What follows belongs to an exercise in optimizing a design on an open flow for small area; a production flow would make more cautious choices. Only simulation tests tie the RTL to the original design; equivalence was not proved.

Design MDC_NTT, start of the top module:
module MDC_NTT(
    input clk,
    input rst,
    input mode,
    input en,
    input [11:0] i1,
    input [11:0] i2,
    output [11:0] o1,
    output [11:0] o2,
    output done
    );
clock: 8.0 ns
lec_check: 0
cap_margin: 20
core_margin: 2
core_utilization: 70
cts_buf_list: sky130_fd_sc_hd__clkbuf_16
cts_cluster_diameter: 100
cts_cluster_size: 30
place_density: 0.8
slew_margin: 20
run.sh (not shown) runs the stock make flow with config.mk's settings and CLKGATE_MAP_FILE= SYNTH_SCRIPT=/design/flow/synth_recipe.tcl, a recipe that flattens the netlist after the stock synthesis.
The baseline finished clean.
Change:
--- a/flow/config.mk
+++ b/flow/config.mk
@@ -10,5 +10,3 @@
-export CORE_UTILIZATION = 70
-export CTS_BUF_LIST = sky130_fd_sc_hd__clkbuf_16
-export CTS_CLUSTER_DIAMETER = 100
-export CTS_CLUSTER_SIZE = 30
-export PLACE_DENSITY = 0.8
+export CORE_UTILIZATION = 65
+export CTS_BUF_LIST = sky130_fd_sc_hd__clkbuf_8
+export PLACE_DENSITY = 0.75
- The changed run completed without violations
- design area came out higher by 4.3%
- core utilization came out lower by 2.0 points
- wire length came out lower by 2.2%
- final cell count came out higher by 4.9%
- global-route usage came out lower by 3.0 points
- via count came out higher by 0.36%
- non-clock buffer count stays the same
- synthesized area is unchanged
- count of clock-buffer cells in the layout came out higher by 372
- first-iteration DRC count came out lower by 14%
Change:
--- a/flow/config.mk
+++ b/flow/config.mk
@@ -10 +10 @@
-export CORE_UTILIZATION = 65
+export CORE_UTILIZATION = 75
@@ -12 +12 @@
-export PLACE_DENSITY = 0.75
+export PLACE_DENSITY = 0.85
Result: Wire length grows by a few percent; utilization grows by 11 points; die area shrinks by roughly a tenth; non-clock buffer count shrinks by 16; via count grows by a few percent; count of clock-buffer cells in the layout shrinks by 14; clock skew shrinks by 0.046 ns; critical path depth is unchanged; global-route usage grows by 6.4 points; sequential cell count stays the same.
Change:
--- a/flow/config.mk
+++ b/flow/config.mk
@@ -10,3 +10,5 @@
-export CORE_UTILIZATION = 75
-export CTS_BUF_LIST = sky130_fd_sc_hd__clkbuf_8
-export PLACE_DENSITY = 0.85
+export CORE_UTILIZATION = 70
+export CTS_BUF_LIST = sky130_fd_sc_hd__clkbuf_16
+export CTS_CLUSTER_DIAMETER = 100
+export CTS_CLUSTER_SIZE = 24
+export PLACE_DENSITY = 0.8
Result: Cell count drops by 2.2%. Clock-buffer cell count drops by 342. Wire length drops by about 3%. Flip-flop and latch count does not change. Via count drops by about 4%.

========
PW:
Another version of the RTL of MDC_NTT (not shown whole).
For scale: roughly 12000 cells after synthesis, roughly 2200 flip-flops, ~120000 um2 of cells after synthesis.
Design MDC_NTT, start of the top module:
module MDC_NTT(
    input clk,
    input rst,
    input mode,
    input en,
    input [11:0] i1,
    input [11:0] i2,
    output [11:0] o1,
    output [11:0] o2,
    output done
    );
Settings: LEC_CHECK=0, CAP_MARGIN=20, CORE_MARGIN=2, CORE_UTILIZATION=65, CTS_BUF_LIST=sky130_fd_sc_hd__clkbuf_8, PLACE_DENSITY=0.75, SETUP_SLACK_MARGIN=0.3, SLEW_MARGIN=20; clock period 8.0 ns.
Nothing crashed in PW and all stages finished; the problem is that the final layout failed, the offending checks being setup timing.
Input-level comparison between TR and PW:
Settings: removing CTS_BUF_LIST (formerly sky130_fd_sc_hd__clkbuf_8); changing CORE_UTILIZATION from 65 to 50; removing PLACE_DENSITY (formerly 0.75).
Notes after the runs:
On first-iteration DRC count: between TR and PW, it ends up lower for TR. TR: clock-buffer cell count is 33% lower than what PW reported. TR packs its core more loosely than PW. Layout checks on TR: not met. Flow itself completed; violations: setup timing.

========
Setup of build 90:
Another version of the RTL of MDC_NTT (not shown whole).
Size: ~10000 cells after synthesis, roughly 2400 flip-flops, roughly 53 I/O pins, about 0.11 mm² of cells after synthesis.
Settings: LEC_CHECK=0, CAP_MARGIN=20, CORE_MARGIN=2, CORE_UTILIZATION=70, CTS_BUF_LIST=sky130_fd_sc_hd__clkbuf_16, CTS_CLUSTER_DIAMETER=100, CTS_CLUSTER_SIZE=30, PLACE_DENSITY=0.8, SLEW_MARGIN=20; clock period 8.0 ns.
In summary, build 90 completed successfully, with a layout that passed the timing, DRC and antenna checks.
Edits applied to the flow inputs when going from build 90 to build 17:
# build 90
export LEC_CHECK = 0
export CAP_MARGIN = 20
export CORE_MARGIN = 2
export CORE_UTILIZATION = 70
export CTS_BUF_LIST = sky130_fd_sc_hd__clkbuf_16
export CTS_CLUSTER_DIAMETER = 100
export CTS_CLUSTER_SIZE = 30
export PLACE_DENSITY = 0.8
export SLEW_MARGIN = 20
create_clock -name core_clock -period 8.0 [get_ports {clk}]
# build 17
export LEC_CHECK = 0
export CAP_MARGIN = 20
export CORE_MARGIN = 2
export CORE_UTILIZATION = 70
export CTS_BUF_LIST = sky130_fd_sc_hd__clkbuf_16
export CTS_CLUSTER_DIAMETER = 60
export CTS_CLUSTER_SIZE = 32
export PLACE_DENSITY = 0.8
export SLEW_MARGIN = 20
create_clock -name core_clock -period 8.0 [get_ports {clk}]
[summary]
Going from build 90 to build 17, area growth from synthesis to final layout increased by 2.0 points relative to the old numbers, total non-filler cell area in the finished layout increased by about 1.9% relative to the old numbers.
What build 16 does differently from build 17 at the input level:
# build 17
export LEC_CHECK = 0
export CAP_MARGIN = 20
export CORE_MARGIN = 2
export CORE_UTILIZATION = 70
export CTS_BUF_LIST = sky130_fd_sc_hd__clkbuf_16
export CTS_CLUSTER_DIAMETER = 60
export CTS_CLUSTER_SIZE = 32
export PLACE_DENSITY = 0.8
export SLEW_MARGIN = 20
create_clock -name core_clock -period 8.0 [get_ports {clk}]
# build 16
export LEC_CHECK = 0
export CAP_MARGIN = 20
export CORE_MARGIN = 2
export CORE_UTILIZATION = 70
export CTS_BUF_LIST = sky130_fd_sc_hd__clkbuf_16
export CTS_CLUSTER_DIAMETER = 100
export CTS_CLUSTER_SIZE = 27
export PLACE_DENSITY = 0.8
export SLEW_MARGIN = 20
create_clock -name core_clock -period 8.0 [get_ports {clk}]
--- outcome ---
- Looking at build 16 and build 17, the met1 wire length is a wash.
- In the tables for build 16 and build 17, count of filler cells inserted in the layout reads higher with build 16.
- [build 16] fraction of standard cell area in multi-input logic rose 0.82 points relative to build 17

========
MDC_NTT, a different RTL version from the one above (not shown whole).
For scale: about 2400 flip-flops, roughly 0.11 mm^2 of cells after synthesis.
clock: 8.0 ns
lec_check: 0
cap_margin: 20
core_margin: 2
core_utilization: 70
cts_buf_list: sky130_fd_sc_hd__clkbuf_16
cts_cluster_diameter: 100
cts_cluster_size: 24
place_density: 0.8
slew_margin: 20
Edit:
- CTS_CLUSTER_SIZE: 24 -> 27
After rerunning: Design area hardly moves. Global-route usage goes down by 0.17 points. Utilization is lower by 0.12 points. Sequential cell count does not change. Register-to-register slack got worse by 0.35 ns. Die area does not change. Critical path depth is higher by 2.

[what the ideal ports hide]
The results above use ideal ports. As a check the final layouts listed here were re-extracted and re-timed, cells and wires unchanged. Step 1: set_driving_cell puts a clkbuf_16 on clk and a buf_2 on each other input, an assumption about the parent block. Step 2, shift: input delay + t, output delay - t, t = (earliest + latest rising clock arrival at the registers) / 2. This alone moves slack from input paths to output paths. a / b / c = ideal / step 1 / step 2; a / b = the first two.
run	shift t [ns]	setup WS [ns]	hold WS [ns]	latest minus earliest clock arrival (ns)	worst data-port slew with drivers (ns)
the first run of note 1	0.871	1.095 / 1.095 / 1.095	0.307 / 0.307 / 0.307	0.052 / 0.052	0.25
the second run of note 1	1.128	1.376 / 1.295 / 1.376	0.255 / 0.255 / 0.255	0.152 / 0.152	0.21
the third run of note 1	1.136	1.131 / 1.131 / 1.131	0.271 / 0.271 / 0.271	0.107 / 0.107	0.12
the fourth run of note 1	0.893	1.131 / 1.131 / 1.131	0.284 / 0.284 / 0.284	0.078 / 0.079	0.22
PW	1.123	-0.171 / -0.171 / -0.171	0.262 / 0.262 / 0.262	0.135 / 0.135	0.19
TR	0.939	-0.067 / -0.067 / -0.067	0.248 / 0.248 / 0.248	0.108 / 0.108	0.10
build 90	0.839	0.112 / 0.112 / 0.112	0.278 / 0.278 / 0.278	0.083 / 0.083	0.17
build 17	0.884	0.450 / 0.450 / 0.450	0.299 / 0.299 / 0.299	0.066 / 0.066	0.17
build 16	0.856	0.287 / 0.287 / 0.287	0.275 / 0.275 / 0.275	0.084 / 0.084	0.17
the first run of note 4	0.848	0.987 / 0.987 / 0.987	0.278 / 0.278 / 0.278	0.082 / 0.082	0.09
the second run of note 4	0.852	0.639 / 0.639 / 0.639	0.290 / 0.290 / 0.290	0.072 / 0.072	0.09
